Source: an optimization exercise on an open RTL-to-GDS flow (aim: small area, a short achievable clock period and few clock cycles per item). Production flows keep margins and buffers that such runs may drop. Where RTL was checked, it was by simulation tests only, not by an equivalence proof against the original. Power figures rest on the tool's default switching activity, not on a simulated workload.

==> inputs of run A <==
Design brick_sort, start of the top module:
module brick_sort
   (
    clk,
    rst,
    src_tvalid,
    src_tready,
    src_tdata_raw,
    dest_tvalid,
    dest_tready,
    dest_tdata_raw
    );
   parameter NUM_ELEMS = 16;
   parameter DATA_WIDTH = 8;
   input   clk;
   input   rst;
   input   src_tvalid;
   output  src_tready;
   input [DATA_WIDTH*NUM_ELEMS-1:0] src_tdata_raw;
   output                 dest_tvalid;
   input                  dest_tready;
   output [DATA_WIDTH*NUM_ELEMS-1:0] dest_tdata_raw;
   function gt8;
      input [7:0] a;
      input [7:0] b;
      reg [7:0] g, p;
      reg g10, p10, g32, p32, g54, p54, g76, p76, g30, p30, g74, p74;
      begin
         g = a & ~b;           
         p = a | ~b;           
         g10 = g[1] | (p[1] & g[0]); p10 = g[1] | (p[1] & p[0]);
         g32 = g[3] | (p[3] & g[2]); p32 = g[3] | (p[3] & p[2]);
         g54 = g[5] | (p[5] & g[4]); p54 = g[5] | (p[5] & p[4]);
         g76 = g[7] | (p[7] & g[6]); p76 = g[7] | (p[7] & p[6]);
         g30 = g32 | (p32 & g10);
         g74 = g76 | (p76 & g54); p74 = g76 | (p76 & p54);
         gt8 = g74 | (p74 & g30);
      end
   endfunction
   reg [127:0] r1, r2, r3, r4, r5, r6, r7, r8;
   reg [127:0] ro;
   wire [127:0] s0_0;
   wire s0_0_c0 = gt8(src_tdata_raw[7:0], src_tdata_raw[111:104]);
   assign s0_0[7:0] = s0_0_c0 ? src_tdata_raw[111:104] : src_tdata_raw[7:0];
   assign s0_0[111:104] = s0_0_c0 ? src_tdata_raw[7:0] : src_tdata_raw[111:104];
   wire s0_0_c1 = gt8(src_tdata_raw[15:8], src_tdata_raw[103:96]);
  ...
export LEC_CHECK = 0
export CAP_MARGIN = 20
export CORE_MARGIN = 2
export CORE_UTILIZATION = 40
export SETUP_SLACK_MARGIN = 3.3
export SLEW_MARGIN = 20
create_clock -name core_clock -period 6.0 [get_ports {clk}]
run.sh (not shown) runs the stock make flow with config.mk's settings and CLKGATE_MAP_FILE= SYNTH_SCRIPT=/design/flow/synth_recipe.tcl, a recipe that flattens the netlist after the stock synthesis.
==> inputs of run P, as changes to run A <==
--- a/flow/design.v
+++ b/flow/design.v
@@ -33,13 +33,13 @@
          g76 = g[7] | (p[7] & g[6]); p76 = g[7] | (p[7] & p[6]);
          g30 = g32 | (p32 & g10);
          g74 = g76 | (p76 & g54); p74 = g76 | (p76 & p54);
          gt8 = g74 | (p74 & g30);
       end
    endfunction
-   reg [127:0] r1, r2, r3, r4, r5, r6, r7, r8;
+   reg [127:0] r1, r2, r3, r4, r5, r6, r7, r8, r9;
    reg [127:0] ro;
    wire [127:0] s0_0;
    wire s0_0_c0 = gt8(src_tdata_raw[7:0], src_tdata_raw[111:104]);
    assign s0_0[7:0] = s0_0_c0 ? src_tdata_raw[111:104] : src_tdata_raw[7:0];
    assign s0_0[111:104] = s0_0_c0 ? src_tdata_raw[7:0] : src_tdata_raw[111:104];
    wire s0_0_c1 = gt8(src_tdata_raw[15:8], src_tdata_raw[103:96]);
@@ -246,75 +246,78 @@
    assign s8_0[7:0] = r8[7:0];
    assign s8_0[15:8] = r8[15:8];
    assign s8_0[23:16] = r8[23:16];
    assign s8_0[111:104] = r8[111:104];
    assign s8_0[119:112] = r8[119:112];
    assign s8_0[127:120] = r8[127:120];
-   wire [127:0] s8_1;
-   wire s8_1_c6 = gt8(s8_0[55:48], s8_0[63:56]);
-   assign s8_1[55:48] = s8_1_c6 ? s8_0[63:56] : s8_0[55:48];
-   assign s8_1[63:56] = s8_1_c6 ? s8_0[55:48] : s8_0[63:56];
-   wire s8_1_c8 = gt8(s8_0[71:64], s8_0[79:72]);
-   assign s8_1[71:64] = s8_1_c8 ? s8_0[79:72] : s8_0[71:64];
-   assign s8_1[79:72] = s8_1_c8 ? s8_0[71:64] : s8_0[79:72];
-   assign s8_1[7:0] = s8_0[7:0];
-   assign s8_1[15:8] = s8_0[15:8];
-   assign s8_1[23:16] = s8_0[23:16];
-   assign s8_1[31:24] = s8_0[31:24];
-   assign s8_1[39:32] = s8_0[39:32];
-   assign s8_1[47:40] = s8_0[47:40];
-   assign s8_1[87:80] = s8_0[87:80];
-   assign s8_1[95:88] = s8_0[95:88];
-   assign s8_1[103:96] = s8_0[103:96];
-   assign s8_1[111:104] = s8_0[111:104];
-   assign s8_1[119:112] = s8_0[119:112];
-   assign s8_1[127:120] = s8_0[127:120];
-   wire [127:0] sorted = s8_1;
-   reg v1, v2, v3, v4, v5, v6, v7, v8;
-   reg t1, t2, t3, t4, t5, t6, t7, t8;
+   wire [127:0] s9_0;
+   wire s9_0_c6 = gt8(r9[55:48], r9[63:56]);
+   assign s9_0[55:48] = s9_0_c6 ? r9[63:56] : r9[55:48];
+   assign s9_0[63:56] = s9_0_c6 ? r9[55:48] : r9[63:56];
+   wire s9_0_c8 = gt8(r9[71:64], r9[79:72]);
+   assign s9_0[71:64] = s9_0_c8 ? r9[79:72] : r9[71:64];
+   assign s9_0[79:72] = s9_0_c8 ? r9[71:64] : r9[79:72];
+   assign s9_0[7:0] = r9[7:0];
+   assign s9_0[15:8] = r9[15:8];
+   assign s9_0[23:16] = r9[23:16];
+   assign s9_0[31:24] = r9[31:24];
+   assign s9_0[39:32] = r9[39:32];
+   assign s9_0[47:40] = r9[47:40];
+   assign s9_0[87:80] = r9[87:80];
+   assign s9_0[95:88] = r9[95:88];
+   assign s9_0[103:96] = r9[103:96];
+   assign s9_0[111:104] = r9[111:104];
+   assign s9_0[119:112] = r9[119:112];
+   assign s9_0[127:120] = r9[127:120];
+   wire [127:0] sorted = s9_0;
+   reg v1, v2, v3, v4, v5, v6, v7, v8, v9;
+   reg t1, t2, t3, t4, t5, t6, t7, t8, t9;
    reg rot;         
    reg ro_valid;
-   wire front_v = v8;
-   wire front_t = t8;
+   wire front_v = v9;
+   wire front_t = t9;
    wire ro_free = !ro_valid || dest_tready;
    wire exit_ok = front_v && (!rot || front_t) && ro_free;
    wire wrap = front_v && !exit_ok;
    wire rot_n = rot ? !exit_ok : wrap;
    wire ro_valid_n = ro_free ? exit_ok : ro_valid;
    reg rdy_free, rdy_tr;
    assign src_tready = !rst && (rdy_free || (rdy_tr && dest_tready));
    assign dest_tvalid = !rst && ro_valid;
    assign dest_tdata_raw = ro;
    wire take = src_tvalid && src_tready;
    always @(posedge clk) begin
-      r1 <= wrap ? r8 : s0_0;
+      r1 <= wrap ? sorted : s0_0;
       r2 <= s1_0;
       r3 <= s2_0;
       r4 <= s3_0;
       r5 <= s4_0;
       r6 <= s5_0;
       r7 <= s6_0;
       r8 <= s7_0;
+      r9 <= s8_0;
       if (ro_free) ro <= sorted;
       t1 <= wrap && (!rot || front_t);
       t2 <= t1;
       t3 <= t2;
       t4 <= t3;
       t5 <= t4;
       t6 <= t5;
       t7 <= t6;
       t8 <= t7;
+      t9 <= t8;
       if (rst) begin
          v1 <= 1'b0;
          v2 <= 1'b0;
          v3 <= 1'b0;
          v4 <= 1'b0;
          v5 <= 1'b0;
          v6 <= 1'b0;
          v7 <= 1'b0;
          v8 <= 1'b0;
+         v9 <= 1'b0;
          rot <= 1'b0;
          ro_valid <= 1'b0;
          rdy_free <= 1'b1;
          rdy_tr <= 1'b1;
       end else begin
          v1 <= wrap || take;
@@ -322,13 +325,14 @@
          v3 <= v2;
          v4 <= v3;
          v5 <= v4;
          v6 <= v5;
          v7 <= v6;
          v8 <= v7;
+         v9 <= v8;
          rot <= rot_n;
          ro_valid <= ro_valid_n;
-         rdy_free <= !rot_n && !(v7 && ro_valid_n);
+         rdy_free <= !rot_n && !(v8 && ro_valid_n);
          rdy_tr <= !rot_n;
       end
    end
 endmodule
- CTS_BUF_LIST: unset -> sky130_fd_sc_hd__clkbuf_8
- TNS_END_PERCENT: unset -> 5
==> inputs of run C, as changes to run A <==
--- a/flow/design.v
+++ b/flow/design.v
@@ -33,13 +33,13 @@
          g76 = g[7] | (p[7] & g[6]); p76 = g[7] | (p[7] & p[6]);
          g30 = g32 | (p32 & g10);
          g74 = g76 | (p76 & g54); p74 = g76 | (p76 & p54);
          gt8 = g74 | (p74 & g30);
       end
    endfunction
-   reg [127:0] r1, r2, r3, r4, r5, r6, r7, r8;
+   reg [127:0] r1, r2, r3, r4, r5, r6, r7, r8, r9;
    reg [127:0] ro;
    wire [127:0] s0_0;
    wire s0_0_c0 = gt8(src_tdata_raw[7:0], src_tdata_raw[111:104]);
    assign s0_0[7:0] = s0_0_c0 ? src_tdata_raw[111:104] : src_tdata_raw[7:0];
    assign s0_0[111:104] = s0_0_c0 ? src_tdata_raw[7:0] : src_tdata_raw[111:104];
    wire s0_0_c1 = gt8(src_tdata_raw[15:8], src_tdata_raw[103:96]);
@@ -246,75 +246,78 @@
    assign s8_0[7:0] = r8[7:0];
    assign s8_0[15:8] = r8[15:8];
    assign s8_0[23:16] = r8[23:16];
    assign s8_0[111:104] = r8[111:104];
    assign s8_0[119:112] = r8[119:112];
    assign s8_0[127:120] = r8[127:120];
-   wire [127:0] s8_1;
-   wire s8_1_c6 = gt8(s8_0[55:48], s8_0[63:56]);
-   assign s8_1[55:48] = s8_1_c6 ? s8_0[63:56] : s8_0[55:48];
-   assign s8_1[63:56] = s8_1_c6 ? s8_0[55:48] : s8_0[63:56];
-   wire s8_1_c8 = gt8(s8_0[71:64], s8_0[79:72]);
-   assign s8_1[71:64] = s8_1_c8 ? s8_0[79:72] : s8_0[71:64];
-   assign s8_1[79:72] = s8_1_c8 ? s8_0[71:64] : s8_0[79:72];
-   assign s8_1[7:0] = s8_0[7:0];
-   assign s8_1[15:8] = s8_0[15:8];
-   assign s8_1[23:16] = s8_0[23:16];
-   assign s8_1[31:24] = s8_0[31:24];
-   assign s8_1[39:32] = s8_0[39:32];
-   assign s8_1[47:40] = s8_0[47:40];
-   assign s8_1[87:80] = s8_0[87:80];
-   assign s8_1[95:88] = s8_0[95:88];
-   assign s8_1[103:96] = s8_0[103:96];
-   assign s8_1[111:104] = s8_0[111:104];
-   assign s8_1[119:112] = s8_0[119:112];
-   assign s8_1[127:120] = s8_0[127:120];
-   wire [127:0] sorted = s8_1;
-   reg v1, v2, v3, v4, v5, v6, v7, v8;
-   reg t1, t2, t3, t4, t5, t6, t7, t8;
+   wire [127:0] s9_0;
+   wire s9_0_c6 = gt8(r9[55:48], r9[63:56]);
+   assign s9_0[55:48] = s9_0_c6 ? r9[63:56] : r9[55:48];
+   assign s9_0[63:56] = s9_0_c6 ? r9[55:48] : r9[63:56];
+   wire s9_0_c8 = gt8(r9[71:64], r9[79:72]);
+   assign s9_0[71:64] = s9_0_c8 ? r9[79:72] : r9[71:64];
+   assign s9_0[79:72] = s9_0_c8 ? r9[71:64] : r9[79:72];
+   assign s9_0[7:0] = r9[7:0];
+   assign s9_0[15:8] = r9[15:8];
+   assign s9_0[23:16] = r9[23:16];
+   assign s9_0[31:24] = r9[31:24];
+   assign s9_0[39:32] = r9[39:32];
+   assign s9_0[47:40] = r9[47:40];
+   assign s9_0[87:80] = r9[87:80];
+   assign s9_0[95:88] = r9[95:88];
+   assign s9_0[103:96] = r9[103:96];
+   assign s9_0[111:104] = r9[111:104];
+   assign s9_0[119:112] = r9[119:112];
+   assign s9_0[127:120] = r9[127:120];
+   wire [127:0] sorted = s9_0;
+   reg v1, v2, v3, v4, v5, v6, v7, v8, v9;
+   reg t1, t2, t3, t4, t5, t6, t7, t8, t9;
    reg rot;         
    reg ro_valid;
-   wire front_v = v8;
-   wire front_t = t8;
+   wire front_v = v9;
+   wire front_t = t9;
    wire ro_free = !ro_valid || dest_tready;
    wire exit_ok = front_v && (!rot || front_t) && ro_free;
    wire wrap = front_v && !exit_ok;
    wire rot_n = rot ? !exit_ok : wrap;
    wire ro_valid_n = ro_free ? exit_ok : ro_valid;
    reg rdy_free, rdy_tr;
    assign src_tready = !rst && (rdy_free || (rdy_tr && dest_tready));
    assign dest_tvalid = !rst && ro_valid;
    assign dest_tdata_raw = ro;
    wire take = src_tvalid && src_tready;
    always @(posedge clk) begin
-      r1 <= wrap ? r8 : s0_0;
+      r1 <= wrap ? sorted : s0_0;
       r2 <= s1_0;
       r3 <= s2_0;
       r4 <= s3_0;
       r5 <= s4_0;
       r6 <= s5_0;
       r7 <= s6_0;
       r8 <= s7_0;
+      r9 <= s8_0;
       if (ro_free) ro <= sorted;
       t1 <= wrap && (!rot || front_t);
       t2 <= t1;
       t3 <= t2;
       t4 <= t3;
       t5 <= t4;
       t6 <= t5;
       t7 <= t6;
       t8 <= t7;
+      t9 <= t8;
       if (rst) begin
          v1 <= 1'b0;
          v2 <= 1'b0;
          v3 <= 1'b0;
          v4 <= 1'b0;
          v5 <= 1'b0;
          v6 <= 1'b0;
          v7 <= 1'b0;
          v8 <= 1'b0;
+         v9 <= 1'b0;
          rot <= 1'b0;
          ro_valid <= 1'b0;
          rdy_free <= 1'b1;
          rdy_tr <= 1'b1;
       end else begin
          v1 <= wrap || take;
@@ -322,13 +325,14 @@
          v3 <= v2;
          v4 <= v3;
          v5 <= v4;
          v6 <= v5;
          v7 <= v6;
          v8 <= v7;
+         v9 <= v8;
          rot <= rot_n;
          ro_valid <= ro_valid_n;
-         rdy_free <= !rot_n && !(v7 && ro_valid_n);
+         rdy_free <= !rot_n && !(v8 && ro_valid_n);
          rdy_tr <= !rot_n;
       end
    end
 endmodule
- CORE_UTILIZATION: 40 -> 60
- PLACE_DENSITY: unset -> 0.72
==> inputs of run X, as changes to run A <==
--- a/flow/design.v
+++ b/flow/design.v
@@ -33,13 +33,13 @@
          g76 = g[7] | (p[7] & g[6]); p76 = g[7] | (p[7] & p[6]);
          g30 = g32 | (p32 & g10);
          g74 = g76 | (p76 & g54); p74 = g76 | (p76 & p54);
          gt8 = g74 | (p74 & g30);
       end
    endfunction
-   reg [127:0] r1, r2, r3, r4, r5, r6, r7, r8;
+   reg [127:0] r1, r2, r3, r4, r5, r6, r7, r8, r9;
    reg [127:0] ro;
    wire [127:0] s0_0;
    wire s0_0_c0 = gt8(src_tdata_raw[7:0], src_tdata_raw[111:104]);
    assign s0_0[7:0] = s0_0_c0 ? src_tdata_raw[111:104] : src_tdata_raw[7:0];
    assign s0_0[111:104] = s0_0_c0 ? src_tdata_raw[7:0] : src_tdata_raw[111:104];
    wire s0_0_c1 = gt8(src_tdata_raw[15:8], src_tdata_raw[103:96]);
@@ -246,75 +246,78 @@
    assign s8_0[7:0] = r8[7:0];
    assign s8_0[15:8] = r8[15:8];
    assign s8_0[23:16] = r8[23:16];
    assign s8_0[111:104] = r8[111:104];
    assign s8_0[119:112] = r8[119:112];
    assign s8_0[127:120] = r8[127:120];
-   wire [127:0] s8_1;
-   wire s8_1_c6 = gt8(s8_0[55:48], s8_0[63:56]);
-   assign s8_1[55:48] = s8_1_c6 ? s8_0[63:56] : s8_0[55:48];
-   assign s8_1[63:56] = s8_1_c6 ? s8_0[55:48] : s8_0[63:56];
-   wire s8_1_c8 = gt8(s8_0[71:64], s8_0[79:72]);
-   assign s8_1[71:64] = s8_1_c8 ? s8_0[79:72] : s8_0[71:64];
-   assign s8_1[79:72] = s8_1_c8 ? s8_0[71:64] : s8_0[79:72];
-   assign s8_1[7:0] = s8_0[7:0];
-   assign s8_1[15:8] = s8_0[15:8];
-   assign s8_1[23:16] = s8_0[23:16];
-   assign s8_1[31:24] = s8_0[31:24];
-   assign s8_1[39:32] = s8_0[39:32];
-   assign s8_1[47:40] = s8_0[47:40];
-   assign s8_1[87:80] = s8_0[87:80];
-   assign s8_1[95:88] = s8_0[95:88];
-   assign s8_1[103:96] = s8_0[103:96];
-   assign s8_1[111:104] = s8_0[111:104];
-   assign s8_1[119:112] = s8_0[119:112];
-   assign s8_1[127:120] = s8_0[127:120];
-   wire [127:0] sorted = s8_1;
-   reg v1, v2, v3, v4, v5, v6, v7, v8;
-   reg t1, t2, t3, t4, t5, t6, t7, t8;
+   wire [127:0] s9_0;
+   wire s9_0_c6 = gt8(r9[55:48], r9[63:56]);
+   assign s9_0[55:48] = s9_0_c6 ? r9[63:56] : r9[55:48];
+   assign s9_0[63:56] = s9_0_c6 ? r9[55:48] : r9[63:56];
+   wire s9_0_c8 = gt8(r9[71:64], r9[79:72]);
+   assign s9_0[71:64] = s9_0_c8 ? r9[79:72] : r9[71:64];
+   assign s9_0[79:72] = s9_0_c8 ? r9[71:64] : r9[79:72];
+   assign s9_0[7:0] = r9[7:0];
+   assign s9_0[15:8] = r9[15:8];
+   assign s9_0[23:16] = r9[23:16];
+   assign s9_0[31:24] = r9[31:24];
+   assign s9_0[39:32] = r9[39:32];
+   assign s9_0[47:40] = r9[47:40];
+   assign s9_0[87:80] = r9[87:80];
+   assign s9_0[95:88] = r9[95:88];
+   assign s9_0[103:96] = r9[103:96];
+   assign s9_0[111:104] = r9[111:104];
+   assign s9_0[119:112] = r9[119:112];
+   assign s9_0[127:120] = r9[127:120];
+   wire [127:0] sorted = s9_0;
+   reg v1, v2, v3, v4, v5, v6, v7, v8, v9;
+   reg t1, t2, t3, t4, t5, t6, t7, t8, t9;
    reg rot;         
    reg ro_valid;
-   wire front_v = v8;
-   wire front_t = t8;
+   wire front_v = v9;
+   wire front_t = t9;
    wire ro_free = !ro_valid || dest_tready;
    wire exit_ok = front_v && (!rot || front_t) && ro_free;
    wire wrap = front_v && !exit_ok;
    wire rot_n = rot ? !exit_ok : wrap;
    wire ro_valid_n = ro_free ? exit_ok : ro_valid;
    reg rdy_free, rdy_tr;
    assign src_tready = !rst && (rdy_free || (rdy_tr && dest_tready));
    assign dest_tvalid = !rst && ro_valid;
    assign dest_tdata_raw = ro;
    wire take = src_tvalid && src_tready;
    always @(posedge clk) begin
-      r1 <= wrap ? r8 : s0_0;
+      r1 <= wrap ? sorted : s0_0;
       r2 <= s1_0;
       r3 <= s2_0;
       r4 <= s3_0;
       r5 <= s4_0;
       r6 <= s5_0;
       r7 <= s6_0;
       r8 <= s7_0;
+      r9 <= s8_0;
       if (ro_free) ro <= sorted;
       t1 <= wrap && (!rot || front_t);
       t2 <= t1;
       t3 <= t2;
       t4 <= t3;
       t5 <= t4;
       t6 <= t5;
       t7 <= t6;
       t8 <= t7;
+      t9 <= t8;
       if (rst) begin
          v1 <= 1'b0;
          v2 <= 1'b0;
          v3 <= 1'b0;
          v4 <= 1'b0;
          v5 <= 1'b0;
          v6 <= 1'b0;
          v7 <= 1'b0;
          v8 <= 1'b0;
+         v9 <= 1'b0;
          rot <= 1'b0;
          ro_valid <= 1'b0;
          rdy_free <= 1'b1;
          rdy_tr <= 1'b1;
       end else begin
          v1 <= wrap || take;
@@ -322,13 +325,14 @@
          v3 <= v2;
          v4 <= v3;
          v5 <= v4;
          v6 <= v5;
          v7 <= v6;
          v8 <= v7;
+         v9 <= v8;
          rot <= rot_n;
          ro_valid <= ro_valid_n;
-         rdy_free <= !rot_n && !(v7 && ro_valid_n);
+         rdy_free <= !rot_n && !(v8 && ro_valid_n);
          rdy_tr <= !rot_n;
       end
    end
 endmodule
==> comparison <==
- Of run P and run X, run P has the higher via count (gap 0.72%, measured against run X).
- In area after synthesis, run C and run X do not differ.
- Of run X and run P, run X has the higher hold slack (gap 14 ps).
- The lowest utilization belongs to run P, the highest to run C.
- Non-clock buffer count: run A > run C > run X > run P.
- The lowest power belongs to run P, the highest to run X.
- In synthesized cell count, run C and run P do not differ.
- Count of clock-buffer cells in the layout: run C < run A < run X < run P.
==> figures <==
item	run P	run A	run X	run C
Mux contribution to synthesized area	0.174	0.204	0.174	0.174
Worst hold margin	286 ps	311 ps	300 ps	310 ps
Grt met1 use	0.306	0.294	0.318	0.451
Post-route clock period utilization	0.489	0.562	0.467	0.470
Post-synthesis sequential element count	1302	1172	1302	1302
Startpoint kind of the worst setup timing path	flop	input pin	input pin	input pin
Number of buffer and inverter stages on the critical path	0	2	2	2
Result of the run	finished clean	finished clean	finished clean	finished clean
Share of the yosys chip area belonging to registers	0.573	0.544	0.573	0.573
WL per Instance	22.1 um	22.6 um	22.7 um	23.3 um
Crit. End Element	flop	flop	output pin	output pin
Final estimated routing congestion in global placement	0.912	0.911	0.910	0.966
Mapped Area	47700 sq um	45500 sq um	47700 sq um	47700 sq um
Wire length reported by the detailed router	138 mm	133 mm	139 mm	131 mm
Pin count of the biggest net entering global routing	130	60	130	128
Post-synthesis share of cell area spent on full adders, half adders and majority gates	0.0336	0.0810	0.0336	0.0336
Detail Placement HPWL	106 mm	99.6 mm	108 mm	98.2 mm
Routed wire length on met2	60.9 mm	62.3 mm	60.8 mm	57.0 mm
Testbench counts of run P, summed over its fixed seeds: cycles 1,040, items 960.
Testbench counts of run C, summed over its fixed seeds: cycles 1,040, items 960.
Testbench counts of run X, summed over its fixed seeds: cycles 1,040, items 960.
Only the layout flow was run in run A; the RTL was not checked for function there.

## separate check: timing with driven ports
How much do the figures lean on ideal ports? The routed layouts below were timed once more, with nothing changed but the port constraints. Step 1 assumes that a clkbuf_16 drives the clock port and a buf_2 every other input. Step 2 times the ports against the registers' clock, not the clock port: input delays grow and output delays shrink by t, the midpoint of the rising clock arrivals with the driver on. Three values: ideal, step 1, step 2; two values: the first two.
run | shift t [ns] | setup slack, ns | worst slew at a driven data input, ns
run A | 0.775 | 2.630 / 2.674 / 1.899 | 0.14
run P | 0.930 | 3.066 / 3.027 / 2.221 | 0.10
run C | 0.760 | 3.182 / 3.140 / 2.551 | 0.12
run X | 0.801 | 3.196 / 3.155 / 2.509 | 0.17
After both steps setup and hold are still met in every run listed. The setup slack of run P, which loses most, moves by -0.039 ns with the drivers and by -0.845 ns with both steps.
